Background: an optimization exercise with open tools, aiming at a short achievable clock period. Do not read the settings as production practice. At most, simulation tests tie the RTL to the original design; equivalence was not proved. Power is estimated from default activity; no workload was simulated.

==> module sync_fifo, before the edit <==
module sync_fifo #(parameter WIDTH=32, ADDR=4) (
  input clk, rst,clr,
  input wr_en,
  input [WIDTH-1:0] wdata,
  input rd_en,
  output reg [WIDTH-1:0] rdata,
  output fifo_empty,
  output reg fifo_full
);
  localparam DEPTH = 1<<ADDR ;
  reg [WIDTH-1:0] mem [0:DEPTH-1];
  reg [DEPTH-1:0] wp_q, rp_q, wen_q;
  wire [DEPTH-1:0] flip = {{(DEPTH-1){1'b0}}, 1'b1};
  wire [DEPTH-1:0] wp  = wp_q  ^ flip;
  wire [DEPTH-1:0] rp  = rp_q  ^ flip;
  wire [DEPTH-1:0] wen = wen_q ^ flip;    
  reg [DEPTH-1:1] cnt;           
  reg             emp;           
  reg             ne_o;          
  reg             nf;            
  assign fifo_empty = ~ne_o;
  wire wa  = wr_en & nf;
  wire ra  = rd_en & ~emp;
  wire inc = wa & ~ra;
  wire dec = ra & ~wa;
  wire [DEPTH:0] c      = {~nf, cnt, emp};
  wire [DEPTH:0] c_up   = {c[DEPTH-1:0], 1'b0};
  wire [DEPTH:0] c_dn   = {1'b0, c[DEPTH:1]};
  wire [DEPTH:0] c_nxt  = inc ? c_up : dec ? c_dn : c;
  wire [DEPTH-1:0] wp_nxt = wa ? {wp[DEPTH-2:0], wp[DEPTH-1]} : wp;
  wire [DEPTH-1:0] rp_nxt = ra ? {rp[DEPTH-2:0], rp[DEPTH-1]} : rp;
  always @(posedge clk, negedge rst)
    if (~rst) begin
      emp        <= 1'b1;
      ne_o       <= 1'b0;
      nf         <= 1'b1;
      fifo_full  <= 1'b0;
      cnt        <= {(DEPTH-1){1'b0}};
      wp_q       <= {DEPTH{1'b0}};
      rp_q       <= {DEPTH{1'b0}};
      wen_q      <= {DEPTH{1'b0}};
    end else if (clr) begin
      emp        <= 1'b1;
      ne_o       <= 1'b0;
      nf         <= 1'b1;
      fifo_full  <= 1'b0;
      cnt        <= {(DEPTH-1){1'b0}};
      wp_q       <= {DEPTH{1'b0}};
      rp_q       <= {DEPTH{1'b0}};
      wen_q      <= {DEPTH{1'b0}};
    end else begin
      emp        <= c_nxt[0];
      ne_o       <= ~c_nxt[0];
      nf         <= ~c_nxt[DEPTH];
      fifo_full  <= c_nxt[DEPTH];
      cnt        <= c_nxt[DEPTH-1:1];
      wp_q       <= wp_nxt ^ flip;
      rp_q       <= rp_nxt ^ flip;
      wen_q      <= (wp_nxt & {DEPTH{~c_nxt[DEPTH]}}) ^ flip;
    end
  integer i;
  always @(posedge clk)
    for (i = 0; i < DEPTH; i = i + 1)
      if (wen[i])
        mem[i] <= wdata;
  reg [WIDTH-1:0] head;
  always @* begin
    head = {WIDTH{1'b0}};
    for (i = 0; i < DEPTH; i = i + 1)
      head = head | (mem[i] & {WIDTH{rp[i]}});
  end
  always @(posedge clk, negedge rst)
    if (~rst)
      rdata <= {WIDTH{1'b0}};
    else if (ra)
      rdata <= head;
endmodule
clock: 4.0 ns
lec_check: 0
abc_clock_period_in_ps: 1200
cap_margin: 20
core_margin: 2
core_utilization: 60
cts_cluster_diameter: 60
cts_cluster_size: 20
setup_slack_margin: 2.7
slew_margin: 20
standard.sh (not shown) runs the stock make flow with config.mk's settings and CLKGATE_MAP_FILE= SYNTH_SCRIPT=/design/flow/synth_recipe.tcl, a recipe that flattens the netlist after the stock synthesis.
==> flow/flow/run.sh <==
#!/bin/bash
# Own flow: the standard layout (standard.sh), with these changes:
#  - the resizer may change a cell's footprint (MATCH_CELL_FOOTPRINT=0);
#  - the clock is routed on met4 and met5 only (less capacitance per um);
#  - before detailed placement, flow/pre_dp.tcl puts each output port's buffer
#    at its port and the flip-flop (and inverter) that drives it next to it.
# The make output goes to standard.log in this folder.
set -e
bash standard.sh MATCH_CELL_FOOTPRINT=0 MIN_CLK_ROUTING_LAYER=met4 PRE_DETAIL_PLACE_TCL="$PWD/flow/pre_dp.tcl" finish > standard.log 2>&1
Other scripts of this flow, unchanged in this note and not shown: flow/flow/pre_dp.tcl
The starting point completed with no timing, DRC or antenna violations.
Rerun with:
==> flow/design.v (replaced) <==
module sync_fifo #(parameter WIDTH=32, ADDR=4) (
  input clk, rst,clr,
  input wr_en,
  input [WIDTH-1:0] wdata,
  input rd_en,
  output reg [WIDTH-1:0] rdata,
  output fifo_empty,
  output reg fifo_full
);
  localparam DEPTH = 1<<ADDR ;
  reg [WIDTH-1:0] mem [0:DEPTH-1];
  reg [DEPTH-1:0] wp_q, rp_q, wen_q;
  wire [DEPTH-1:0] flip = {{(DEPTH-1){1'b0}}, 1'b1};
  wire [DEPTH-1:0] wp  = wp_q  ^ flip;
  wire [DEPTH-1:0] rp  = rp_q  ^ flip;
  wire [DEPTH-1:0] wen = wen_q ^ flip;    
  reg [DEPTH-1:1] cnt;           
  reg             emp;           
  reg             nf;            
  reg             ne_o;          
  assign fifo_empty = ~ne_o;
  wire [DEPTH:0] c      = {~nf, cnt, emp};
  wire [DEPTH:0] c_up   = {c[DEPTH-1:0], 1'b0};
  wire [DEPTH:0] c_dn   = {1'b0, c[DEPTH:1]};
  wire [DEPTH-1:0] wp_rot = {wp[DEPTH-2:0], wp[DEPTH-1]};
  wire [DEPTH-1:0] rp_rot = {rp[DEPTH-2:0], rp[DEPTH-1]};
  integer i;
  reg [WIDTH-1:0] head;
  always @* begin
    head = {WIDTH{1'b0}};
    for (i = 0; i < DEPTH; i = i + 1)
      head = head | (mem[i] & {WIDTH{rp[i]}});
  end
  wire [DEPTH:0]   c_w   = nf ? c_up : c;                     
  wire [DEPTH:0]   c_r   = emp ? c : c_dn;                    
  wire [DEPTH:0]   c_wr  = emp ? c_up : (nf ? c : c_dn);      
  wire [DEPTH-1:0] wp_w  = nf ? wp_rot : wp;                  
  wire [DEPTH-1:0] rp_r  = emp ? rp : rp_rot;                 
  wire [WIDTH-1:0] rd_r  = emp ? rdata : head;
  reg [DEPTH:0]   c_nxt;
  reg [DEPTH-1:0] wp_nxt, rp_nxt, wen_nxt;
  reg [WIDTH-1:0] rdata_nxt;
  always @* begin
    case ({wr_en, rd_en})
      2'b00: begin c_nxt = c;    wen_nxt = wp   & {DEPTH{nf}}; end
      2'b10: begin c_nxt = c_w;  wen_nxt = wp_w & {DEPTH{~c_w[DEPTH]}}; end
      2'b01: begin c_nxt = c_r;  wen_nxt = wp   & {DEPTH{~c_r[DEPTH]}}; end
      default: begin c_nxt = c_wr; wen_nxt = wp_w & {DEPTH{~c_wr[DEPTH]}}; end
    endcase
    wp_nxt    = wr_en ? wp_w : wp;
    rp_nxt    = rd_en ? rp_r : rp;
    rdata_nxt = rd_en ? rd_r : rdata;
  end
  always @(posedge clk, negedge rst)
    if (~rst) begin
      emp        <= 1'b1;
      nf         <= 1'b1;
      ne_o       <= 1'b0;
      fifo_full  <= 1'b0;
      cnt        <= {(DEPTH-1){1'b0}};
      wp_q       <= {DEPTH{1'b0}};
      rp_q       <= {DEPTH{1'b0}};
      wen_q      <= {DEPTH{1'b0}};
    end else if (clr) begin
      emp        <= 1'b1;
      nf         <= 1'b1;
      ne_o       <= 1'b0;
      fifo_full  <= 1'b0;
      cnt        <= {(DEPTH-1){1'b0}};
      wp_q       <= {DEPTH{1'b0}};
      rp_q       <= {DEPTH{1'b0}};
      wen_q      <= {DEPTH{1'b0}};
    end else begin
      emp        <= c_nxt[0];
      nf         <= ~c_nxt[DEPTH];
      ne_o       <= ~c_nxt[0];
      fifo_full  <= c_nxt[DEPTH];
      cnt        <= c_nxt[DEPTH-1:1];
      wp_q       <= wp_nxt ^ flip;
      rp_q       <= rp_nxt ^ flip;
      wen_q      <= wen_nxt ^ flip;
    end
  always @(posedge clk)
    for (i = 0; i < DEPTH; i = i + 1)
      if (wen[i])
        mem[i] <= wdata;
  always @(posedge clk, negedge rst)
    if (~rst)
      rdata <= {WIDTH{1'b0}};
    else
      rdata <= rdata_nxt;
endmodule
What happened:
- global-route usage increases by 5.0 points
- routed wire length increases by roughly a tenth
- die area increases slightly
- maximum frequency barely changes
- total power increases slightly
- via count increases by a little under a tenth
- hold slack is worse by 26 ps
- cell count increases slightly
- area after synthesis increases slightly
- sequential cell count does not change
The RTL of the second run of this note was laid out without a check of its function.

re-timing with driven ports:
How much do the figures lean on ideal ports? The routed layouts below were timed once more, with nothing changed but the port constraints.
Step 1: set_driving_cell puts a clkbuf_16 on clk and a buf_2 on each other input, an assumption about the parent block.
Step 2, shift: input delay + t, output delay - t, t = (earliest + latest rising clock arrival at the registers) / 2. This alone moves slack from input paths to output paths.
Slacks: no drivers / after step 1 / after step 2; pairs: no drivers / after step 1.
run	t (ns)	slack for setup (ns)	clock arrival spread, ns	worst data-port slew with drivers (ns)
the first run	0.608	2.073 / 2.020 / 1.885	0.024 / 0.024	0.07
the second run	0.629	2.074 / 2.024 / 1.724	0.034 / 0.035	0.10
After both steps setup and hold are still met in every run listed. The setup slack of the second run, which loses most, moves by -0.050 ns with the drivers and by -0.350 ns with both steps.
